This is an optimization exercise on Yosys and OpenROAD, whose aim is small area, not a production implementation. Only simulation tests tie the RTL to the original design; equivalence was not proved. Power figures rest on the tool's default switching activity, not on a simulated workload.

## alu
module alu (
    input wire clk,
    input wire rst,
    input wire enable,
    input wire [7:0] operation,
    input wire [7:0] op1,
    input wire [7:0] op2,
	input wire cpu_carry,
    output wire [7:0] result_l,
    output wire [7:0] result_h,
    output wire carry,
    output wire zero,
    output wire sign
);
	reg [7:0] res_h;
	reg [7:0] res_l;
	reg ca;
	reg ze;
	reg si;
	assign carry = ca;
	assign zero = ze;
	assign sign = si;
	assign result_l = res_l;
	assign result_h = res_h;
	wire [7:0] op = operation;
	wire [7:0] a = op1;
	wire [7:0] b = op2;
	wire c = cpu_carry;
    wire [7:0] npp [0:7];
    genvar gi;
    generate for (gi = 0; gi < 8; gi = gi + 1) begin : g_pp
        assign npp[gi] = ~(op1 & {8{op2[gi]}});
    end endgenerate
    wire mhs0, mhc0;
    alu_nha u_mha0 (.a(npp[0][6]), .b(npp[1][5]), .s(mhs0), .co(mhc0));
    wire mfs0, mfc0;
    alu_fa u_mfa0 (.a(npp[0][7]), .b(npp[1][6]), .c(npp[2][5]), .s(mfs0), .co(mfc0));
    wire mhs1, mhc1;
    alu_nha u_mha1 (.a(npp[3][4]), .b(npp[4][3]), .s(mhs1), .co(mhc1));
    wire mfs1, mfc1;
    alu_fa u_mfa1 (.a(npp[1][7]), .b(npp[2][6]), .c(npp[3][5]), .s(mfs1), .co(mfc1));
    wire mhs2, mhc2;
    alu_nha u_mha2 (.a(npp[4][4]), .b(npp[5][3]), .s(mhs2), .co(mhc2));
    wire mfs2, mfc2;
    alu_fa u_mfa2 (.a(npp[2][7]), .b(npp[3][6]), .c(npp[4][5]), .s(mfs2), .co(mfc2));
    wire mhs3, mhc3;
    alu_nha u_mha3 (.a(npp[0][4]), .b(npp[1][3]), .s(mhs3), .co(mhc3));
    wire mfs3, mfc3;
    alu_fa u_mfa3 (.a(npp[0][5]), .b(npp[1][4]), .c(npp[2][3]), .s(mfs3), .co(mfc3));
    wire mhs4, mhc4;
    alu_nha u_mha4 (.a(npp[3][2]), .b(npp[4][1]), .s(mhs4), .co(mhc4));
    wire mfs4, mfc4;
  ...
Size in the first run: about 19 flip-flops, about 47 I/O pins, roughly 3400 um2 of cells after synthesis.
clock: 7.0 ns
lec_check: 0
cap_margin: 20
core_margin: 2
core_utilization: 40
slew_margin: 20
standard.sh (not shown) runs the stock make flow with config.mk's settings and CLKGATE_MAP_FILE= SYNTH_SCRIPT=/design/flow/synth_recipe.tcl, a recipe that flattens the netlist after the stock synthesis.
==> flow/flow/run.sh <==
#!/bin/bash
# Own layout flow: the standard ORFS flow (standard.sh) with two changes.
#  1. Synthesis is synth_recipe.tcl on a copy of ORFS's synth.tcl that maps the
#     design's alu_fa full adders straight to the fa_1 cell, skips extract_fa,
#     and maps the rest with an area-oriented ABC script (area.abc).
#     Registers, flattening and renaming are as in the standard synthesis.
#  2. Ports are buffered with buf_1 (BUFFER_PORTS_ARGS) instead of the
#     default pick; every input and output port still gets its buffer.
# Each tool's output goes to a log in this folder (ORFS keeps per-step logs
# under orfs/logs).
set -euo pipefail
W=$(pwd)
F=$W/flow
python3 "$F/patch_synth.py" "$FLOW_HOME/scripts/synth.tcl" "$W/cust_core.tcl" \
    "$F/cellmap.v" "$F/area.abc" > "$W/patch_synth.log" 2>&1
sed "s#source \$::env(SCRIPTS_DIR)/synth.tcl#source {$W/cust_core.tcl}#" \
    "$W/synth_recipe.tcl" > "$W/cust_synth.tcl"
grep -q cust_core "$W/cust_synth.tcl"
bash "$W/standard.sh" "SYNTH_SCRIPT=$W/cust_synth.tcl" \
    "BUFFER_PORTS_ARGS=-buffer_cell sky130_fd_sc_hd__buf_1" finish \
    > "$W/standard.log" 2>&1
==> flow/flow/area.abc <==
strash
dc2
dch -f
map -a
strash
dch -f
map -a
topo
==> flow/flow/cellmap.v <==
(* techmap_celltype = "alu_fa" *)
module _map_alu_fa (input a, input b, input c, output s, output co);
  sky130_fd_sc_hd__fa_1 _TECHMAP_REPLACE_ (.A(a), .B(b), .CIN(c), .SUM(s), .COUT(co));
endmodule
==> flow/flow/patch_synth.py <==
#!/usr/bin/env python3
"""Write a copy of ORFS's synth.tcl with three changes:
 - instances of the design's alu_fa module become the library's fa_1 cell
   (techmap with cellmap.v) before the design is flattened;
 - extract_fa is skipped (the adders are already cells);
 - the final ABC mapping uses the area-oriented script area.abc.
usage: patch_synth.py synth.tcl out.tcl cellmap.v area.abc"""
import sys
src_path, out_path, cellmap, abc = sys.argv[1:5]
src = open(src_path).read()

def sub(old, new):
    global src
    if src.count(old) != 1:
        sys.exit(f"patch_synth: expected one {old!r} in {src_path}")
    src = src.replace(old, new)

a = 'hierarchy -check -top $::env(DESIGN_NAME)\n'
sub(a, a + f'techmap -map {{{cellmap}}}\n')
sub('  extract_fa {*}[dont_use_extract_fa_args]\n', '')
b = '  log_cmd abc {*}$abc_args\n'
sub(b, f'  set abc_args [lreplace $abc_args 1 1 {{{abc}}}]\n' + b)
open(out_path, 'w').write(src)
print("patched", src_path, "->", out_path)
Next try:
- GPL_TIMING_DRIVEN: default -> 0
Outcome:
- total power decreases by about 4%
- worst hold slack stays flat
- via count shrinks by 3.5%
- cell area is lower by 2.9%
- utilization came out lower by 1.4 points
- sequential share of layout area came out higher by 0.37 points
- count of clock-buffer cells in the layout stays the same
Next try:
==> flow/run.sh (new file) <==
#!/bin/bash
# synth_recipe.tcl (not shown) runs the flow's synth.tcl, then flattens the netlist and writes it again
# the make line also repeats each setting of config.mk as NAME=value (left out here)
make -C /OpenROAD-flow-scripts/flow DESIGN_CONFIG=/design/flow/config.mk WORK_HOME=/design/flow/orfs CLKGATE_MAP_FILE= SYNTH_SCRIPT=/design/flow/synth_recipe.tcl finish
removed: flow/flow/run.sh
removed: flow/flow/area.abc
removed: flow/flow/cellmap.v
removed: flow/flow/patch_synth.py
removed: flow/standard.sh
Effect: Design area goes up by 28%; power goes up by 15%; critical path depth goes down by 4; maximum frequency goes down by 1.1%; cell count goes up by 12%; worst setup slack gets worse by 0.075 ns; die area goes up by 21%; global-route usage goes down by 2.3 points; hold slack is about the same.
Next try:
- GPL_TIMING_DRIVEN: 0 -> default
Outcome: Power hardly moves; flip-flop and latch count is unchanged; wire length shrinks by 5.3%; sequential power stays flat.

## zinc
alu, a different RTL version from the one above (not shown whole).
For scale: about 430 cells after synthesis, about 47 I/O pins.
export LEC_CHECK = 0
export CAP_MARGIN = 0
export CORE_MARGIN = 2
export CORE_UTILIZATION = 60
export CTS_BUF_LIST = sky130_fd_sc_hd__clkbuf_4
export CTS_CLUSTER_SIZE = 7
export GPL_TIMING_DRIVEN = 0
export SLEW_MARGIN = 0
create_clock -name core_clock -period 7.0 [get_ports {clk}]
==> flow/flow/run.sh <==
#!/bin/bash
# Own layout flow: the standard ORFS flow (standard.sh) with two changes.
#  1. Synthesis is synth_recipe.tcl on a copy of ORFS's synth.tcl that maps the
#     design's alu_fa full adders straight to the fa_1 cell, skips extract_fa,
#     and maps the rest with an area-oriented ABC script (area.abc: deepsyn, then area mapping).
#     Registers, flattening and renaming are as in the standard synthesis.
#  2. Ports are buffered with buf_1 (BUFFER_PORTS_ARGS) instead of the
#     default pick; every input and output port still gets its buffer.
# Each tool's output goes to a log in this folder (ORFS keeps per-step logs
# under orfs/logs).
set -euo pipefail
W=$(pwd)
F=$W/flow
python3 "$F/patch_synth.py" "$FLOW_HOME/scripts/synth.tcl" "$W/cust_core.tcl" \
    "$F/cellmap.v" "$F/area.abc" > "$W/patch_synth.log" 2>&1
sed "s#source \$::env(SCRIPTS_DIR)/synth.tcl#source {$W/cust_core.tcl}#" \
    "$W/synth_recipe.tcl" > "$W/cust_synth.tcl"
grep -q cust_core "$W/cust_synth.tcl"
bash "$W/standard.sh" "SYNTH_SCRIPT=$W/cust_synth.tcl" \
    "BUFFER_PORTS_ARGS=-buffer_cell sky130_fd_sc_hd__buf_1" finish \
    > "$W/standard.log" 2>&1
==> flow/flow/area.abc <==
strash
&get -n
&deepsyn -T 120
&put
dch -f
map -a
topo
==> flow/flow/cellmap.v <==
(* techmap_celltype = "alu_fa" *)
module _map_alu_fa (input a, input b, input c, output s, output co);
  sky130_fd_sc_hd__fa_1 _TECHMAP_REPLACE_ (.A(a), .B(b), .CIN(c), .SUM(s), .COUT(co));
endmodule
==> flow/flow/patch_synth.py <==
#!/usr/bin/env python3
"""Write a copy of ORFS's synth.tcl with three changes:
 - instances of the design's alu_fa module become the library's fa_1 cell
   (techmap with cellmap.v) before the design is flattened;
 - extract_fa is skipped (the adders are already cells);
 - the final ABC mapping uses the area-oriented script area.abc.
usage: patch_synth.py synth.tcl out.tcl cellmap.v area.abc"""
import sys
src_path, out_path, cellmap, abc = sys.argv[1:5]
src = open(src_path).read()

def sub(old, new):
    global src
    if src.count(old) != 1:
        sys.exit(f"patch_synth: expected one {old!r} in {src_path}")
    src = src.replace(old, new)

a = 'hierarchy -check -top $::env(DESIGN_NAME)\n'
sub(a, a + f'techmap -map {{{cellmap}}}\n')
sub('  extract_fa {*}[dont_use_extract_fa_args]\n', '')
b = '  log_cmd abc {*}$abc_args\n'
sub(b, f'  set abc_args [lreplace $abc_args 1 1 {{{abc}}}]\n' + b)
open(out_path, 'w').write(src)
print("patched", src_path, "->", out_path)
Inputs modified between zinc and cedar:
Settings: swapping 7 for 30 in CTS_CLUSTER_SIZE; swapping 0 for 20 in SLEW_MARGIN; putting CTS_CLUSTER_DIAMETER at 500 where nothing was set; swapping sky130_fd_sc_hd__clkbuf_4 for sky130_fd_sc_hd__clkbuf_8 in CTS_BUF_LIST; swapping 60 for 40 in CORE_UTILIZATION; swapping 0 for 20 in CAP_MARGIN.
-- flow/flow/run.sh --
<<< zinc, line 4
#     design's alu_fa full adders straight to the fa_1 cell, skips extract_fa,
#     and maps the rest with an area-oriented ABC script (area.abc: deepsyn, then area mapping).
#     Registers, flattening and renaming are as in the standard synthesis.
>>> cedar, line 4
#     design's alu_fa full adders straight to the fa_1 cell, skips extract_fa,
#     and maps the rest with an area-oriented ABC script (area.abc).
#     Registers, flattening and renaming are as in the standard synthesis.
==> flow/flow/area.abc <==
strash
dc2
dch -f
map -a
strash
dch -f
map -a
topo
Results
In summary, cedar completed successfully, with a layout that passed the timing, design-rule and antenna checks.
cedar vs. zinc: sequential cell area share went down 0.63 points, maximum clock skew at final layout held, total global routing track utilization went down 9.9 points, met1 layer usage reported by global route went down 14 points, setup slack went down 0.022 ns.
In the flow results for cedar and zinc, the maximum frequency is larger on zinc.
#### Input delta (onyx over cedar)
Settings: CTS_CLUSTER_DIAMETER no longer set, was 500; CAP_MARGIN now 0, was 20; CTS_CLUSTER_SIZE no longer set, was 30; SLEW_MARGIN now 0, was 20.
Notes after the runs:
- Area added between synthesis and finish ends up higher on cedar.
- Looking at the reports, onyx completed the entire flow and the layout it produced met the timing, design-rule and antenna checks.
- Between cedar and onyx, the register-to-register slack figures differ only marginally.
- | clock network latency to the later pin of the worst-skew pair | cedar vs onyx | ≈ equal |
Modified inputs, sierra compared to onyx
Settings: a change of CORE_UTILIZATION from 40 to 66.
-- flow/flow/run.sh --
<<< onyx, line 4
#     design's alu_fa full adders straight to the fa_1 cell, skips extract_fa,
#     and maps the rest with an area-oriented ABC script (area.abc).
#     Registers, flattening and renaming are as in the standard synthesis.
>>> sierra, line 4
#     design's alu_fa full adders straight to the fa_1 cell, skips extract_fa,
#     and maps the rest with an area-oriented ABC script (area.abc: deepsyn, then area mapping).
#     Registers, flattening and renaming are as in the standard synthesis.
==> flow/flow/area.abc <==
strash
&get -n
&deepsyn -T 120
&put
dch -f
map -a
topo
Findings:
onyx vs sierra, last element of the critical path: res_h[7] vs res_l[2]. Delta (sierra minus onyx): global-route wire length before repair fell about 9%, clock period minus final worst setup slack now sits higher, final instance area now sits lower, average wire per cell in the routed design closely matched the old numbers. Relative to onyx, sierra degrades worst setup slack.

Setup of rev 12:
alu again, from the RTL that the note above started with.
clock: 7.0 ns
lec_check: 0
cap_margin: 0
core_margin: 2
core_utilization: 60
cts_buf_list: sky130_fd_sc_hd__clkbuf_8
gpl_timing_driven: 0
slew_margin: 0
==> flow/flow/run.sh <==
#!/bin/bash
# Own layout flow: the standard ORFS flow (standard.sh) with two changes.
#  1. Synthesis is synth_recipe.tcl on a copy of ORFS's synth.tcl that maps the
#     design's alu_fa full adders straight to the fa_1 cell, skips extract_fa,
#     and maps the rest with an area-oriented ABC script (area.abc).
#     Registers, flattening and renaming are as in the standard synthesis.
#  2. Ports are buffered with buf_1 (BUFFER_PORTS_ARGS) instead of the
#     default pick; every input and output port still gets its buffer.
# Each tool's output goes to a log in this folder (ORFS keeps per-step logs
# under orfs/logs).
set -euo pipefail
W=$(pwd)
F=$W/flow
python3 "$F/patch_synth.py" "$FLOW_HOME/scripts/synth.tcl" "$W/cust_core.tcl" \
    "$F/cellmap.v" "$F/area.abc" > "$W/patch_synth.log" 2>&1
sed "s#source \$::env(SCRIPTS_DIR)/synth.tcl#source {$W/cust_core.tcl}#" \
    "$W/synth_recipe.tcl" > "$W/cust_synth.tcl"
grep -q cust_core "$W/cust_synth.tcl"
bash "$W/standard.sh" "SYNTH_SCRIPT=$W/cust_synth.tcl" \
    "BUFFER_PORTS_ARGS=-buffer_cell sky130_fd_sc_hd__buf_1" finish \
    > "$W/standard.log" 2>&1
==> flow/flow/area.abc <==
strash
dc2
dch -f
map -a
strash
dch -f
map -a
topo
Scripts as last shown in full above: flow/flow/cellmap.v, flow/flow/patch_synth.py
Rev 12 finished all stages; the layout is clean.
[inputs] rev 13 vs rev 12
Settings: a change of CORE_UTILIZATION from 60 to 52.
diff --git a/flow/flow/run.sh b/flow/flow/run.sh
--- a/flow/flow/run.sh
+++ b/flow/flow/run.sh
@@ -5 +5 @@
-#     and maps the rest with an area-oriented ABC script (area.abc).
+#     and maps the rest with an area-oriented ABC script (area.abc: deepsyn, then area mapping).
==> flow/flow/area.abc <==
strash
&get -n
&deepsyn -T 120
&put
dch -f
map -a
topo
Notes after the runs:
Compared with rev 12, rev 13 shows met2 track utilization from global routing lower by 5.9 points. The number of placement rows number comes out higher for rev 13 vs rev 12. Final core utilization in rev 13 is 7.7 points lower than in rev 12. Rev 13: multi-input combinational area share lower than rev 12. Rev 13 against rev 12: worst hold margin ~0 delta, layout buffer count excluding clock buffers -2. | setup slack | rev 13 vs rev 12 | better |.

Setup of run 5:
alu again, from the RTL that the note above started with.
Settings: LEC_CHECK=0, CAP_MARGIN=0, CORE_MARGIN=2, CORE_UTILIZATION=60, CTS_BUF_LIST=sky130_fd_sc_hd__clkbuf_4, CTS_CLUSTER_SIZE=7, GPL_TIMING_DRIVEN=0, SLEW_MARGIN=0; clock period 7.0 ns.
==> flow/flow/run.sh <==
#!/bin/bash
set -euo pipefail
W=$(pwd)
F=$W/flow
python3 "$F/patch_synth.py" "$FLOW_HOME/scripts/synth.tcl" "$W/cust_core.tcl" \
    "$F/cellmap.v" "$F/area.abc" > "$W/patch_synth.log" 2>&1
sed "s#source \$::env(SCRIPTS_DIR)/synth.tcl#source {$W/cust_core.tcl}#" \
    "$W/synth_recipe.tcl" > "$W/cust_synth.tcl"
grep -q cust_core "$W/cust_synth.tcl"
bash "$W/standard.sh" "SYNTH_SCRIPT=$W/cust_synth.tcl" \
    "BUFFER_PORTS_ARGS=-buffer_cell sky130_fd_sc_hd__buf_1" \
    "CTS_ARGS=-sink_clustering_enable -repair_clock_nets -buf_list sky130_fd_sc_hd__clkbuf_4 -sink_clustering_size 7 -dont_use_dummy_load" finish \
    > "$W/standard.log" 2>&1
==> flow/flow/area.abc <==
strash
&get -n
&deepsyn -T 120
&put
dch -f
map -a
topo
Scripts as last shown in full above: flow/flow/cellmap.v, flow/flow/patch_synth.py
Run 5 finished end to end and its layout was clean on timing, DRC and antenna.
diff inputs: run 5 => run 4
--- a/flow/flow/run.sh
+++ b/flow/flow/run.sh
@@ -1,3 +1,12 @@
 #!/bin/bash
+# Own layout flow: the standard ORFS flow (standard.sh) with two changes.
+#  1. Synthesis is synth_recipe.tcl on a copy of ORFS's synth.tcl that maps the
+#     design's alu_fa full adders straight to the fa_1 cell, skips extract_fa,
+#     and maps the rest with an area-oriented ABC script (area.abc).
+#     Registers, flattening and renaming are as in the standard synthesis.
+#  2. Ports are buffered with buf_1 (BUFFER_PORTS_ARGS) instead of the
+#     default pick; every input and output port still gets its buffer.
+# Each tool's output goes to a log in this folder (ORFS keeps per-step logs
+# under orfs/logs).
 set -euo pipefail
 W=$(pwd)
@@ -9,5 +18,4 @@
 grep -q cust_core "$W/cust_synth.tcl"
 bash "$W/standard.sh" "SYNTH_SCRIPT=$W/cust_synth.tcl" \
-    "BUFFER_PORTS_ARGS=-buffer_cell sky130_fd_sc_hd__buf_1" \
-    "CTS_ARGS=-sink_clustering_enable -repair_clock_nets -buf_list sky130_fd_sc_hd__clkbuf_4 -sink_clustering_size 7 -dont_use_dummy_load" finish \
+    "BUFFER_PORTS_ARGS=-buffer_cell sky130_fd_sc_hd__buf_1" finish \
     > "$W/standard.log" 2>&1
==> flow/flow/area.abc <==
strash
dc2
dch -f
map -a
strash
dch -f
map -a
topo
--- a/flow/config.mk
+++ b/flow/config.mk
@@ -8,7 +8,6 @@
 export CAP_MARGIN = 0
 export CORE_MARGIN = 2
-export CORE_UTILIZATION = 60
-export CTS_BUF_LIST = sky130_fd_sc_hd__clkbuf_4
-export CTS_CLUSTER_SIZE = 7
+export CORE_UTILIZATION = 75
+export CTS_BUF_LIST = sky130_fd_sc_hd__clkbuf_8
 export GPL_TIMING_DRIVEN = 0
 export SLEW_MARGIN = 0
[summary]
Compared with run 5, run 4 shows multi-input combinational cell count that has gone up by a few percent.
Of run 4 and run 5, the lower count of inverters not on the clock network in the layout belongs to run 4.
Run 5 has a higher worst hold slack across all endpoints than run 4.
For global-route wire length before repair, run 4 and run 5 come out practically identical.
Iteration count of the initial detailed-routing pass: run 4 vs run 5 up 9

==> re-timing with driven ports <==
Ports are ideal in the flow. The routed layouts listed here were re-timed in OpenROAD. Step 1 sets driving cells, clkbuf_16 on the clock port and buf_2 on the other inputs (assumed; they add their load-dependent delay and slew). Step 2 times the ports against the registers' clock, not the clock port: input delays grow and output delays shrink by t, the midpoint of the rising clock arrivals with the driver on. a / b / c = ideal ports / drivers / drivers and shift; a / b = the first two.
run	shift t [ns]	setup WS [ns]	worst register clock-pin slew, ns	pins driven straight from the clock port
the first run of note 1	0.295	0.346 / 0.350 / 0.054	0.08 / 0.08	1
the second run of note 1	0.296	0.336 / 0.346 / 0.050	0.08 / 0.08	1
the third run of note 1	0.289	0.262 / 0.269 / -0.020	0.07 / 0.07	1
the fourth run of note 1	0.285	0.406 / 0.403 / 0.118	0.07 / 0.07	1
zinc	0.330	0.363 / 0.363 / 0.033	0.11 / 0.11	1
cedar	0.294	0.341 / 0.347 / 0.053	0.09 / 0.09	1
onyx	0.300	0.374 / 0.371 / 0.071	0.09 / 0.09	1
sierra	0.280	0.251 / 0.254 / -0.025	0.07 / 0.07	1
rev 12	0.283	0.259 / 0.262 / -0.022	0.07 / 0.07	1
rev 13	0.280	0.285 / 0.291 / 0.011	0.07 / 0.07	1
run 5	0.320	0.350 / 0.352 / 0.032	0.11 / 0.11	1
run 4	0.279	0.145 / 0.148 / -0.131	0.07 / 0.07	1
With both steps, setup timing fails in the third run of note 1, sierra, rev 12 and run 4, where it was met with ideal ports. The setup slack of zinc, which loses most, moves by 0.000 ns with the drivers and by -0.330 ns with both steps.
